Context: an optimization exercise on an open-source flow, tuned for small area, a short achievable clock period and few clock cycles per item. The choices shown serve that exercise and are no tape-out recipe. Function was checked by simulation only, so behaviour that the tests miss may differ from the original.

P:
Design axis_averaging_filter, start of the top module:
module axis_averaging_filter #(
    parameter R_I=5, C_I=5, W_I=8, R_K=3, C_K=3,
              DEPTH = $clog2(R_K*C_K),
              LATENCY = DEPTH + 1)(
    input                       clk, rstn,
    output                      s_axis_averaging_ready,
    input                       s_axis_averaging_valid,
    input  [R_I*C_I*W_I-1:0]    s_axis_averaging_data,
    input                       m_axis_averaging_ready,
    output                      m_axis_averaging_valid,
    output [R_I*C_I*W_I-1:0]    m_axis_averaging_data
);
    wire [294:0] sums, sums_q;
    averaging_filter AVERAGING_FILTER (
        .img(s_axis_averaging_data),
        .sums(sums)
    );
    skid_buffer #(.WIDTH(295)) SKID (
        .clk(clk), .rstn(rstn),
        .s_ready(s_axis_averaging_ready),
        .s_valid(s_axis_averaging_valid),
        .s_data (sums),
        .m_ready(m_axis_averaging_ready),
        .m_valid(m_axis_averaging_valid),
        .m_data (sums_q)
    );
    divide_all DIVIDE (
        .sums(sums_q),
        .final_img(m_axis_averaging_data)
    );
endmodule
export LEC_CHECK = 0
export CAP_MARGIN = 20
export CORE_MARGIN = 2
export CORE_UTILIZATION = 55
export CTS_BUF_LIST = sky130_fd_sc_hd__clkbuf_8
export CTS_CLUSTER_DIAMETER = 65
export CTS_CLUSTER_SIZE = 17
export SETUP_SLACK_MARGIN = 1.7
export SLEW_MARGIN = 20
create_clock -name core_clock -period 8.5 [get_ports {clk}]
standard.sh (not shown) runs the stock make flow with config.mk's settings and CLKGATE_MAP_FILE= SYNTH_SCRIPT=/design/flow/synth_recipe.tcl, a recipe that flattens the netlist after the stock synthesis.
==> flow/flow/run.sh <==
#!/bin/bash
# Layout flow: the standard ORFS flow (standard.sh), except that
#  - the combinational leaf modules listed in flow/premap.json are mapped to
#    cells first (premap.py) and handed to the standard synthesis as fixed
#    netlists; registers and all other logic go through standard synthesis;
#  - the port buffers are sky130_fd_sc_hd__buf_1 cells.
# Each tool's output goes to a log file in this folder.
set -uo pipefail
cd "$(dirname "$0")/.."
if ! python3 flow/premap.py > premap.log 2>&1; then
    echo "premap failed, using the design as is" >> premap.log
    cp design.v design_premapped.v
fi
bash standard.sh VERILOG_FILES=$PWD/design_premapped.v \
    BUFFER_PORTS_ARGS="-buffer_cell sky130_fd_sc_hd__buf_1" > standard.log 2>&1
Other scripts of this flow, unchanged in this note and not shown: flow/flow/div9_w10.v, flow/flow/div9_w11.v, flow/flow/div9_w11p.v, flow/flow/div9_w12p.v, flow/flow/premap.json, flow/flow/premap.py
Both conditions hold for P: the flow ran to the end and the final layout passed the timing, DRC and antenna checks.
Testbench counts of P, summed over its fixed seeds: cycles 2,056, items 2,048.
Edits applied to the flow inputs when going from P to Q:
- a change of CTS_CLUSTER_DIAMETER from 65 to 60
- a change of SETUP_SLACK_MARGIN from 1.7 to 2.1
- a change of CTS_CLUSTER_SIZE from 17 to 15
Results
Across both runs, final critical-path share of the clock period was lower for Q than for P.
In the tables for Q and P, met1 usage reads higher with Q.
Compared with P, Q shows a higher number of global-route vias before repair.
Global-route usage for Q is higher than for P.
Diff P -> Q: global placer's final weighted congestion grew by 0.053.
Inputs modified between Q and R:
- swapping 2.1 for 1.7 in SETUP_SLACK_MARGIN
==> comparison <==
- The final layouts of R and Q pass the timing, DRC and antenna checks.
- Taking Q over R, the wire length ratio works out to 1.08.
- Per the comparison of R with Q, sequential share of layout area went up by 3.1 points.
- R reports its category of the most critical setup path as input pin to flip-flop while Q reports flip-flop to primary output.
- R against Q: post-DP HPWL saw a decrease; fmax saw a decrease; pin slew with the least headroom to its limit saw an increase; layout overhead on the synthesized area saw a decrease.
- R drops fewer vias than Q.
- Aggregate global-route resource usage sits lower in R than in Q.
- [R] fraction of area in multi-input gates rose 1.2 points relative to Q
The following lists how S was set up differently from R:
- GPL_ROUTABILITY_DRIVEN now 0, previously not set
[summary]
Vias after detailed routing was higher in the run labelled R. Sort S and R by portion of the clock cycle consumed by the worst path in the final layout, descending, and R comes first. Antenna diode instance count delta for S relative to R: 1 higher. Pin count of the biggest net entering global routing in S vs R: up 1.8%. Worst path arrival time across S and R: no real change. Re floorplan die area: no difference whatsoever between R and S. R -> S: number of core rows delta 0, exact match.
Changes in T relative to S:
- clearing GPL_ROUTABILITY_DRIVEN, which used to be 0
- swapping 1.7 for 1.6 in SETUP_SLACK_MARGIN
Notes after the runs:
- Fraction of area in registers: T vs S up 0.47 points
- Looking at final clock period utilization by the worst path, T sits 1.8 points higher than S does.
- T vs. S: met1 routing resource usage after global routing grew by 1.3 points; via count went up by about 0.7%.
- Compared with S, in T time the final worst path needs with I/O delays and setup went up by 150 ps.

========
axis_averaging_filter, a different RTL version from the one above (not shown whole).
Size: ~2100 cells after synthesis, roughly 280 flip-flops.
// axis_averaging_filter
module axis_averaging_filter #(
    parameter R_I=5, C_I=5, W_I=8, R_K=3, C_K=3,
              DEPTH = $clog2(R_K*C_K),
              LATENCY = DEPTH + 1)(
    input                       clk, rstn,
    output                      s_axis_averaging_ready,
    input                       s_axis_averaging_valid,
    input  [R_I*C_I*W_I-1:0]    s_axis_averaging_data,
    input                       m_axis_averaging_ready,
    output                      m_axis_averaging_valid,
    output [R_I*C_I*W_I-1:0]    m_axis_averaging_data
);
==> flow/config.mk <==
export PLATFORM = sky130hd
export DESIGN_NAME = axis_averaging_filter
export DESIGN_NICKNAME = axis_averaging_filter
export VERILOG_FILES = /design/flow/design.v
export SDC_FILE = /design/flow/constraint.sdc
export NUM_CORES = 8
export LEC_CHECK = 0
export CAP_MARGIN = 20
export CORE_MARGIN = 2
export CORE_UTILIZATION = 55
export CTS_BUF_LIST = sky130_fd_sc_hd__clkbuf_4 sky130_fd_sc_hd__clkbuf_8
export SLEW_MARGIN = 20
==> flow/constraint.sdc <==
create_clock -name core_clock -period 8.5 [get_ports {clk}]
set_input_delay 1.7000 -clock core_clock [delete_from_list [all_inputs] [get_ports {clk}]]
set_output_delay 1.7000 -clock core_clock [all_outputs]
set_load 0.01 [all_outputs]
==> flow/flow/premap.json <==
{
  "fa": {"ports": "input a, input b, input c, output s, output co",
         "cell": "sky130_fd_sc_hd__fa_1", "pins": {"A": "a", "B": "b", "CIN": "c", "SUM": "s", "COUT": "co"}},
  "ha": {"ports": "input a, input b, output s, output co",
         "cell": "sky130_fd_sc_hd__ha_1", "pins": {"A": "a", "B": "b", "SUM": "s", "COUT": "co"}},
  "div9_w10": {"abc": ["strash", "&get -n", "&deepsyn -T 60 -S 1", "&put", "dch -f", "&get -n", "&nf -R 1000", "&put"]},
  "div9_w11": {"abc": ["strash", "&get -n", "&deepsyn -T 60 -S 1", "&put", "dch -f", "&get -n", "&nf -R 1000", "&put"]},
  "div9_w12": {"abc": ["strash", "&get -n", "&deepsyn -T 60 -S 1", "&put", "dch -f", "&get -n", "&nf -R 1000", "&put"]}
}
Scripts as last shown in full above: flow/flow/run.sh
Other scripts of this flow, unchanged in this note and not shown: flow/flow/premap.py
The starting point went through all stages and came out clean.
Testbench counts at the start, summed over its fixed seeds: cycles 2,056, items 2,048.
==> next run, changes <==
==> flow/flow/premap.json (replaced) <==
{
  "fa": {"ports": "input a, input b, input c, output s, output co",
         "cell": "sky130_fd_sc_hd__fa_1", "pins": {"A": "a", "B": "b", "CIN": "c", "SUM": "s", "COUT": "co"}},
  "ha": {"ports": "input a, input b, output s, output co",
         "cell": "sky130_fd_sc_hd__ha_1", "pins": {"A": "a", "B": "b", "SUM": "s", "COUT": "co"}},
  "div9_w10": {"abc": ["strash", "&get -n", "&deepsyn -T 60 -S 1", "&put", "dch -f", "map -D 3200", "topo"]},
  "div9_w11": {"abc": ["strash", "&get -n", "&deepsyn -T 60 -S 1", "&put", "dch -f", "map -D 3200", "topo"]},
  "div9_w12": {"abc": ["strash", "&get -n", "&deepsyn -T 60 -S 1", "&put", "dch -f", "map -D 3200", "topo"]}
}
=>
- The new run went through all stages and came out clean
- routed wire length grows by a few percent
- non-clock buffer count shrinks by 6
- worst setup slack is better by 0.56 ns
- cell area grows slightly
- count of clock-buffer cells in the layout grows by 3

========
axis_averaging_filter, a different RTL version from the one above (not shown whole).
Size: roughly 270 flip-flops, about 410 I/O pins, ~26000 sq um of cells after synthesis.
Settings: LEC_CHECK=0, CAP_MARGIN=20, CORE_MARGIN=2, CORE_UTILIZATION=55, CTS_BUF_LIST=sky130_fd_sc_hd__clkbuf_4 sky130_fd_sc_hd__clkbuf_8, SETUP_SLACK_MARGIN=1.6, SLEW_MARGIN=20; clock period 8.5 ns.
Scripts as last shown in full above: flow/flow/run.sh
Other scripts of this flow, unchanged in this note and not shown: flow/flow/div9_w10.v, flow/flow/div9_w11.v, flow/flow/div9_w11p.v, flow/flow/div9_w12p.v, flow/flow/premap.json, flow/flow/premap.py
Testbench counts at the start, summed over its fixed seeds: cycles 2,056, items 2,048.
==> next run, changes <==
--- a/flow/config.mk
+++ b/flow/config.mk
@@ -11,3 +11,3 @@
 export CTS_BUF_LIST = sky130_fd_sc_hd__clkbuf_4 sky130_fd_sc_hd__clkbuf_8
-export SETUP_SLACK_MARGIN = 1.6
+export SETUP_SLACK_MARGIN = 1.3
 export SLEW_MARGIN = 20
Outcome: Global-route usage shrinks by 0.45 points. Via count shrinks by 3.2%. Critical path depth is unchanged. Utilization shrinks by 4.5 points. Design area shrinks by 6.5%. Fmax shrinks by 3.5%. Clock skew shrinks by 5.0 ps. Die area is unchanged.
==> next run, changes <==
--- a/flow/config.mk
+++ b/flow/config.mk
@@ -9,4 +9,5 @@
 export CORE_MARGIN = 2
-export CORE_UTILIZATION = 55
+export CORE_UTILIZATION = 65
 export CTS_BUF_LIST = sky130_fd_sc_hd__clkbuf_4 sky130_fd_sc_hd__clkbuf_8
+export PLACE_DENSITY = 0.8
 export SETUP_SLACK_MARGIN = 1.3
Outcome:
- die area came out lower by 15%
- non-clock buffer count came out higher by 26
- setup slack loses 170 ps
- via count came out higher by 5.8%
- worst hold slack gains 4.3 ps
- wire length came out higher by 4.4%
- utilization came out higher by 12 points
- first-iteration DRC count came out higher by 56%
- flip-flop and latch count does not change
==> next run, changes <==
--- a/flow/config.mk
+++ b/flow/config.mk
@@ -11,3 +11,2 @@
 export CTS_BUF_LIST = sky130_fd_sc_hd__clkbuf_4 sky130_fd_sc_hd__clkbuf_8
-export PLACE_DENSITY = 0.8
 export SETUP_SLACK_MARGIN = 1.3
Effect: Sequential cell count does not change. Global-route usage goes down by 1.1 points. Hold slack loses 8.5 ps. Non-clock buffer count went down by 29. Routed wire length went down by 4.0%.
==> next run, changes <==
--- a/flow/config.mk
+++ b/flow/config.mk
@@ -9,4 +9,5 @@
 export CORE_MARGIN = 2
-export CORE_UTILIZATION = 65
-export CTS_BUF_LIST = sky130_fd_sc_hd__clkbuf_4 sky130_fd_sc_hd__clkbuf_8
+export CORE_UTILIZATION = 55
+export CTS_BUF_LIST = sky130_fd_sc_hd__clkbuf_4
+export CTS_CLUSTER_SIZE = 40
 export SETUP_SLACK_MARGIN = 1.3
Outcome: Utilization fell by 10 points; count of clock-buffer cells in the layout came out higher by 40; setup slack loses 94 ps; synthesized cell count does not change; maximum frequency went down slightly; register-to-register slack gets worse by 340 ps.

-- re-timing with driven ports --
The flow's constraints put no driver on any port. The routed layouts listed below were extracted and timed again, unchanged, in two steps. Step 1 (the two cells are an assumption about what drives the block):
set clk [get_ports {clk}]
set_driving_cell -lib_cell sky130_fd_sc_hd__clkbuf_16 $clk
set_driving_cell -lib_cell sky130_fd_sc_hd__buf_2 [delete_from_list [all_inputs] $clk]
Step 2, shift: input delay + t, output delay - t, t = (earliest + latest rising clock arrival at the registers) / 2. This alone moves slack from input paths to output paths. Slacks: ideal / step 1 / step 2; pairs: ideal / step 1.
run	t, ns	setup slack, ns	clock arrival spread, ns	worst register clock-pin slew, ns
P	0.662	1.827 / 1.833 / 1.192	0.034 / 0.034	0.11 / 0.11
Q	0.701	1.945 / 1.886 / 1.395	0.042 / 0.042	0.11 / 0.11
R	0.682	1.791 / 1.820 / 1.137	0.042 / 0.043	0.11 / 0.11
S	0.685	1.819 / 1.781 / 1.162	0.042 / 0.042	0.10 / 0.10
T	0.714	1.670 / 1.706 / 0.992	0.048 / 0.047	0.10 / 0.10
the first run of note 2	0.701	0.299 / 0.236 / 0.200	0.037 / 0.036	0.07 / 0.07
the second run of note 2	0.705	0.856 / 0.793 / 0.176	0.037 / 0.036	0.07 / 0.07
the first run of note 3	0.698	1.646 / 1.665 / 0.967	0.047 / 0.047	0.07 / 0.07
the second run of note 3	0.684	1.396 / 1.433 / 0.749	0.029 / 0.029	0.07 / 0.07
the third run of note 3	0.698	1.223 / 1.167 / 0.708	0.043 / 0.042	0.07 / 0.07
the fourth run of note 3	0.682	1.414 / 1.419 / 0.746	0.036 / 0.035	0.07 / 0.07
the fifth run of note 3	0.861	1.320 / 1.262 / 0.679	0.034 / 0.034	0.09 / 0.09
After both steps every run listed still meets setup and hold. The setup slack of the second run of note 2, which loses most, moves by -0.063 ns with the drivers and by -0.680 ns with both steps.
